What follows belongs to an exercise in optimizing a design on an open flow for small area and a short achievable clock period; a production flow would make more cautious choices.
The RTL was checked by simulation tests, not by an equivalence proof against the original design.
Power is estimated from default activity; no workload was simulated.

## design/flow/design.v

```verilog
module axis_hdr_insert_top (
	input          clk,
	input          rst_n,
	input          valid_in,
	input  [127:0] data_in,
	input  [15:0]  keep_in,
	input          last_in,
	output         ready_in,
	output         valid_out,
	output [127:0] data_out,
	output [15:0]  keep_out,
	output         last_out,
	input          ready_out,
	input          valid_insert,
	input  [127:0] data_insert,
	input  [15:0]  keep_insert,
	input  [3:0]   byte_insert_cnt,
	output         ready_insert
);
axi_stream_insert_header #(
	.DATA_WD      (128),
	.DATA_BYTE_WD (16),
	.BYTE_CNT_WD  (4)
) u_core (
	.clk             (clk),
	.rst_n           (rst_n),
	.valid_in        (valid_in),
	.data_in         (data_in),
	.keep_in         (keep_in),
	.last_in         (last_in),
	.ready_in        (ready_in),
	.valid_out       (valid_out),
	.data_out        (data_out),
	.keep_out        (keep_out),
	.last_out        (last_out),
	.ready_out       (ready_out),
	.valid_insert    (valid_insert),
	.data_insert     (data_insert),
	.keep_insert     (keep_insert),
	.byte_insert_cnt (byte_insert_cnt),
	.ready_insert    (ready_insert)
);
endmodule

module axi_stream_insert_header
#(
	parameter 						DATA_WD = 32,
	parameter 						DATA_BYTE_WD = DATA_WD / 8,
	parameter 						BYTE_CNT_WD = $clog2(DATA_BYTE_WD)
)(
	input 							clk,
	input 							rst_n,
	input 							valid_in,
	input 	[DATA_WD-1 : 0] 		data_in,
	input 	[DATA_BYTE_WD-1 : 0] 	keep_in,
	input 							last_in,
	output 							ready_in,
	output 							valid_out,
	output 	[DATA_WD-1 : 0] 		data_out,
	output 	[DATA_BYTE_WD-1 : 0] 	keep_out,
	output 							last_out,
	input 							ready_out,
	input 							valid_insert,
	input 	[DATA_WD-1 : 0] 		data_insert,
	input 	[DATA_BYTE_WD-1 : 0] 	keep_insert,
	input	[BYTE_CNT_WD-1 : 0]		byte_insert_cnt,
	output 							ready_insert
);
localparam NB = DATA_BYTE_WD;           
localparam SW = $clog2(NB + 1);         
function [SW-1:0] popcnt;
	input [NB-1:0] k;
	integer b;
	begin
		popcnt = 0;
		for (b = 0; b < NB; b = b + 1)
			popcnt = popcnt + k[b];
	end
endfunction
reg				r_ready_insert;
reg				r_in_active1;
reg				r_in_active2;
reg				r_valid_out;
reg				r_last_out;
reg	[2:0]		r_cnt;           
reg	[SW-1:0]	r_nhdr;          
reg	[DATA_WD-1:0]		r_data;
reg	[DATA_WD-1:0]		r_data1;
reg	[NB-1:0]	r_keep;
reg	[NB-1:0]	r_keep1;
reg	[DATA_WD-1:0]		r_data_out;
reg	[NB-1:0]	r_keep_out;
wire w_insert_active = valid_insert & r_ready_insert;
wire w_load         = r_ready_insert ? valid_insert : valid_in;
wire w_in_active    = valid_in & ~r_ready_insert;
wire w_flag         = r_in_active1 & ~r_in_active2;
wire w_out_en       = w_flag | r_valid_out;
assign ready_insert = r_ready_insert;
assign ready_in     = ~r_ready_insert;
assign valid_out    = r_valid_out;
assign last_out     = r_last_out;
assign data_out     = r_data_out;
assign keep_out     = r_keep_out;
always @(posedge clk or negedge rst_n) begin
	if (!rst_n) begin
		r_ready_insert <= 1'b1;
		r_in_active1   <= 1'b0;
		r_in_active2   <= 1'b0;
		r_valid_out    <= 1'b0;
		r_last_out     <= 1'b0;
	end else begin
		if (w_insert_active)
			r_ready_insert <= 1'b0;
		else if (last_in)
			r_ready_insert <= 1'b1;
		r_in_active1 <= w_in_active;
		r_in_active2 <= r_in_active1;
		if (w_flag)
			r_valid_out <= 1'b1;
		else if (r_last_out)
			r_valid_out <= 1'b0;
		r_last_out <= r_valid_out & (r_cnt == 3'd4);
	end
end
always @(posedge clk) begin
	if (w_flag)
		r_cnt <= 3'd0;
	else
		r_cnt <= r_cnt + 3'd1;
	if (w_insert_active)
		r_nhdr <= popcnt(keep_insert);
	if (w_load) begin
		r_data <= r_ready_insert ? data_insert : data_in;
		r_keep <= r_ready_insert ? keep_insert : keep_in;
	end
	r_data1 <= r_data;
	r_keep1 <= r_keep;
end
wire [2*DATA_WD-1:0] w_win = {r_data1, r_data};
wire [2*DATA_WD-1:0] w_s4  = {r_data1, r_nhdr[SW-1] ? r_data1 : r_data};
wire [2*DATA_WD-1:0] w_shift = w_s4 >> {r_nhdr[SW-2:0], 3'b000};
wire [2*NB-1:0] w_kwin = {r_keep1, {NB{1'b0}}};
wire [2*NB-1:0] w_kshift = w_kwin >> r_nhdr;
always @(posedge clk or negedge rst_n) begin
	if (!rst_n) begin
		r_data_out <= {DATA_WD{1'b0}};
		r_keep_out <= {NB{1'b0}};
	end else begin
		if (w_out_en)
			r_data_out <= w_shift[DATA_WD-1:0];
		if (w_flag)
			r_keep_out <= {NB{1'b1}};
		else if ((r_cnt == 3'd4) && r_valid_out && ready_out)
			r_keep_out <= w_kshift[NB-1:0];
	end
end
endmodule
```

## design/flow/constraint.sdc

```tcl
create_clock -name core_clock -period 7.0 [get_ports {clk}]
set_input_delay 1.4000 -clock core_clock [delete_from_list [all_inputs] [get_ports {clk}]]
set_output_delay 1.4000 -clock core_clock [all_outputs]
set_load 0.01 [all_outputs]
```

## design/flow/run.sh

```bash
#!/bin/bash
# synth_recipe.tcl (not shown) runs the flow's synth.tcl, then flattens the netlist and writes it again
# the make line also repeats each setting of config.mk as NAME=value (left out here)
make -C /OpenROAD-flow-scripts/flow DESIGN_CONFIG=/design/flow/config.mk WORK_HOME=/design/flow/orfs CLKGATE_MAP_FILE= SYNTH_SCRIPT=/design/flow/synth_recipe.tcl finish
```

## design/flow/config.mk

```make
export PLATFORM = sky130hd
export DESIGN_NAME = axis_hdr_insert_top
export DESIGN_NICKNAME = axis_hdr_insert_top
export VERILOG_FILES = /design/flow/design.v
export SDC_FILE = /design/flow/constraint.sdc
export NUM_CORES = 4
export LEC_CHECK = 0
export CAP_MARGIN = 20
export CORE_MARGIN = 2
export CORE_UTILIZATION = 40
export SLEW_MARGIN = 20
```

==> flow_metrics.py <==
metrics = {
    "global_route": {
        "antenna_found_initial": 6,
        "grt_max_degree": 134,
        "grt_pass1_vias": 20100,
        "grt_pass1_wl_um": 143000,
        "grt_usage": 0.296,
        "grt_overflow": 0,
    },
    "clock_tree": {
        "ctsHoldBuffers": 0,
        "clock-sinks": 445,
        "clk_latency_ns": 0.61,
        "cts_resized": 0,
        "clk_pin_slew_ns": 0.06,
        "clockRootBuffer": "clkbuf_16",
        "clk_path_buf_depth": 3,
        "cts_setup_buffers": 0,
        "cts_tree": "built",
        "numCtsBuffers": 48,
        "htreeDepth": 2,
    },
    "sta": {
        "fin_ws_ns": 2.21,
        "tightest_slew_ns": 1.19,
        "hold_viol": 0,
        "tns_ns": 0,
        "post-route-min-period_ns": 4.79,
        "report.final.slew_viol_count": 0,
        "max-slew-margin-rel": 0.194,
        "clock.fmax_ghz": 0.209,
        "period_share": 0.684,
        "finClkSkew_ns": 0.0152,
        "rsz0062_at_grt": "false",
        "setup_viol": 0,
    },
    "place": {
        "port-buffer-count": 441,
        "place_ws_ns": 1.58,
        "dpl.hpwl_um": 76300,
        "place.gp.congestion": 0.980,
    },
    "synth": {
        "ys_warn_count": 1,
        "syn_inst": 2147,
        "synthFlopType": "edfxtp_1",
        "synth_nets": 2462,
        "synth-edff-count": 149,
        "yosys-top-cells-area": "edfxtp_1 17%, mux4_2 15%, dfrtp_1 14%, mux2_2 12%, dfxtp_1 11%",
        "ys_ff_latch": 445,
        "synth_most_common_cell": "mux2_2",
        "ys_top_cells_by_count": "264 x mux2_2, 235 x nand2_1, 182 x mux2i_1, 171 x mux4_2, 149 x edfxtp_1",
        "synthArstFlopShare": 0.335,
        "ys_seq_area_frac": 0.432,
        "synth_top_area_share": 0.174,
        "synth_area_leader_cell": "edfxtp_1",
        "synthesis.area_mm2": 0.0258,
        "synth.avg_cell_area_um2": 12.0,
        "synth_cell_types": 57,
    },
    "drt": {
        "drc": 0,
        "drt_first_pass_iters": 6,
        "dr.first_iter.drc_count": 1907,
        "vias_per_cell": 6.01,
        "wire_per_inst_um": 29.4,
        "wl_um": 99400,
        "via_count": 20300,
        "detail-route-antenna-nets": 0,
    },
    "floorplanning": {
        "fp.dieH_um": 258,
        "ios": 446,
        "die_x_um": 258,
        "rows": 93,
        "start_util": 0.402,
        "dieArea_mm2": 0.0665,
        "core_mm2": 0.0641,
    },
    "finish": {
        "nNetsFinal": 2799,
        "postLayoutCoreUtil": 0.503,
        "nFillCells": 5594,
        "multi_input_area_mm2": 0.0136,
        "area_growth_pct": 25.1,
        "drive_gt1_frac": 0.224,
        "ff_latch_area_mm2": 0.0112,
    },
    "hold_path": {
        "hold_start": "u_core.r_keep[1]",
        "worstHoldPathCells": 0,
        "hp-class": "reg -> reg",
        "hold_end": "u_core.r_keep1[1]",
    },
    "critical_path": {
        "r2r_slack_ns": 3.32,
        "crit_fanout": 2,
        "path_class": "in -> reg",
        "startpoint_type": "primary input",
        "arrival_ns": 5.14,
        "reg2reg_to": "u_core.r_data_out[114]",
        "r2r-start": "u_core.r_nhdr[1]",
        "cp_data_required_time_ns": 7.35,
        "end_kind": "flip-flop",
        "worstRegToRegCells": 6,
    },
    "flow_run": {
        "cap_violations": 0,
    },
    "pwr": {
        "ir_drop_mv": 0.187,
        "p_per_area_mw_per_mm2": 412,
        "power.static_leakage_nw": 12.3,
    },
    "run_status": {
        "status": "finished clean",
    },
}
==> how the worst max path moves through the flow <==
| stage | cells past startpoint | end | startpoint | slack [ns] |
|---|---|---|---|---|
| floorplan | 9 | u_core.r_nhdr[2] | keep_insert[0] | 2.23 |
| global placement | 10 | u_core.r_nhdr[2] | keep_insert[0] | 1.59 |
| detailed placement | 10 | u_core.r_nhdr[2] | keep_insert[0] | 1.58 |
| CTS | 10 | u_core.r_nhdr[2] | keep_insert[0] | 2.21 |
| global route | 10 | u_core.r_nhdr[2] | keep_insert[0] | 2.11 |
| finish | 10 | u_core.r_nhdr[2] | keep_insert[0] | 2.21 |
==> per-layer routing <==
metal / wire length [um] / vias up / global-route usage
met2: 44700 / 973 / 0.452
met1: 41800 / 10300 / 0.413
li1: - / 8858 / -
met5: 0 / - / 0
met4: 3780 / 0 / 0.103
met3: 9150 / 156 / 0.0688
==> worst max-delay path, stage by stage <==
cell	delay [ns]
clkdlybuf4s50_1	0.48
ha_1	0.32
inv_1	0.05
fa_1	0.49
fa_1	0.43
fa_1	0.51
fa_1	0.42
fa_1	0.42
fa_1	0.47
xnor2_1	0.15
==> cells in the final DEF, fill, tap and decap left out, types with 8 or more instances in the layout <==
cell | Yosys | final
inv_1 | 42 | 41
and2_1 | 26 | 26
a21oi_1 | 60 | 60
o211ai_1 | 30 | 30
o22a_1 | 9 | 9
clkdlybuf4s50_1 | 0 | 440
a22oi_1 | 39 | 39
nand4_1 | 8 | 8
fa_1 | 10 | 10
buf_4 | 16 | 25
mux2_2 | 264 | 264
o221ai_1 | 12 | 12
nand3_1 | 43 | 43
nand2b_1 | 27 | 27
dfxtp_1 | 147 | 147
nand2_1 | 235 | 233
a2bb2oi_1 | 8 | 8
nand2_2 | 6 | 8
o2bb2ai_1 | 8 | 8
nor2_1 | 82 | 79
o311ai_0 | 10 | 10
o21ai_0 | 86 | 86
o31ai_1 | 20 | 20
mux4_2 | 171 | 171
clkinv_2 | 0 | 9
o21ai_1 | 23 | 23
edfxtp_1 | 149 | 149
a211oi_1 | 14 | 14
clkbuf_16 | 0 | 49
dfrtp_1 | 148 | 148
nor2b_1 | 10 | 9
o22ai_1 | 16 | 16
mux2i_1 | 182 | 182
o211a_1 | 8 | 8
clkinv_1 | 0 | 9
==> where the power goes <==
part / switching (mW) / internal (mW)
Sequential: 0.780 / 3.43
Clock: 1.11 / 1.45
Combinational: 3.56 / 2.93
==> sequential cells by signal (all words and copies together), names as in the netlist <==
name                   flops
u_core.r_data1           128
u_core.r_keep1            16
u_core.r_data_out        128
u_core.r_in_active1        1
u_core.r_in_active2        1
u_core.r_data            128
u_core.r_nhdr              5
u_core.r_last_out          1
u_core.r_valid_out         1
u_core.r_ready_insert      1
u_core.r_keep_out         16
u_core.r_cnt               3
u_core.r_keep             16
==> through the flow <==
step	hold WS (ns)	instances	cell area, um2	power [mW]
2_1_floorplan	0.323	2147	25800	7.77
3_3_place_gp	0.329	3289	30700	10.6
3_5_place_dp	0.328	3289	30700	10.6
4_1_cts	0.334	3379	32200	13.2
5_1_grt	0.333	3379	32200	13.9
6_report	0.338	3381	32300	13.3
==> final cells by class <==
cell class / count / area share
diodes: 2 / 0.000155
clock buffers: 57 / 0.0393
clock inverters: 33 / 0.00908
inverters: 44 / 0.00535
multi-input cells: 1474 / 0.421
flip-flops and latches: 445 / 0.346
well taps: 855 / 0.0332
repair buffers: 471 / 0.146
==> cell families after synthesis <==
kind of cell               after synthesis  synth area share
buffers and inverters                  228            0.0414
AOI/OAI and AO/OA                      377            0.0975
adders and majority gates               17            0.0112
muxes                                  625             0.340
DFF                                    445             0.432
and+or+nand+nor                        452            0.0766
xor gates and xnor gates                 3           0.00102

-- port drivers added, routing unchanged --
In the flow no input, the clock included, has a driving cell. The finished layout below was timed again as built, in two steps.
Step 1 (the two cells are an assumption about what drives the block):
set clk [get_ports {clk}]
set_driving_cell -lib_cell sky130_fd_sc_hd__clkbuf_16 $clk
set_driving_cell -lib_cell sky130_fd_sc_hd__buf_2 [delete_from_list [all_inputs] $clk]
Step 2 moves the port delays by t, midway between the first and last clock arrival at a register: inputs arrive t later, outputs are due t later. That takes back most of the time a late clock gives input paths.
Three values: ideal, step 1, step 2; two values: the first two.
t (ns): 0.661
setup slack, ns: 2.211 / 2.245 / 1.584
latest minus earliest clock arrival (ns): 0.017 / 0.016
pins driven straight from the clock port: 1
After both steps setup and hold are still met in this run. The setup slack of this run moves by +0.034 ns with the drivers and by -0.627 ns with both steps.
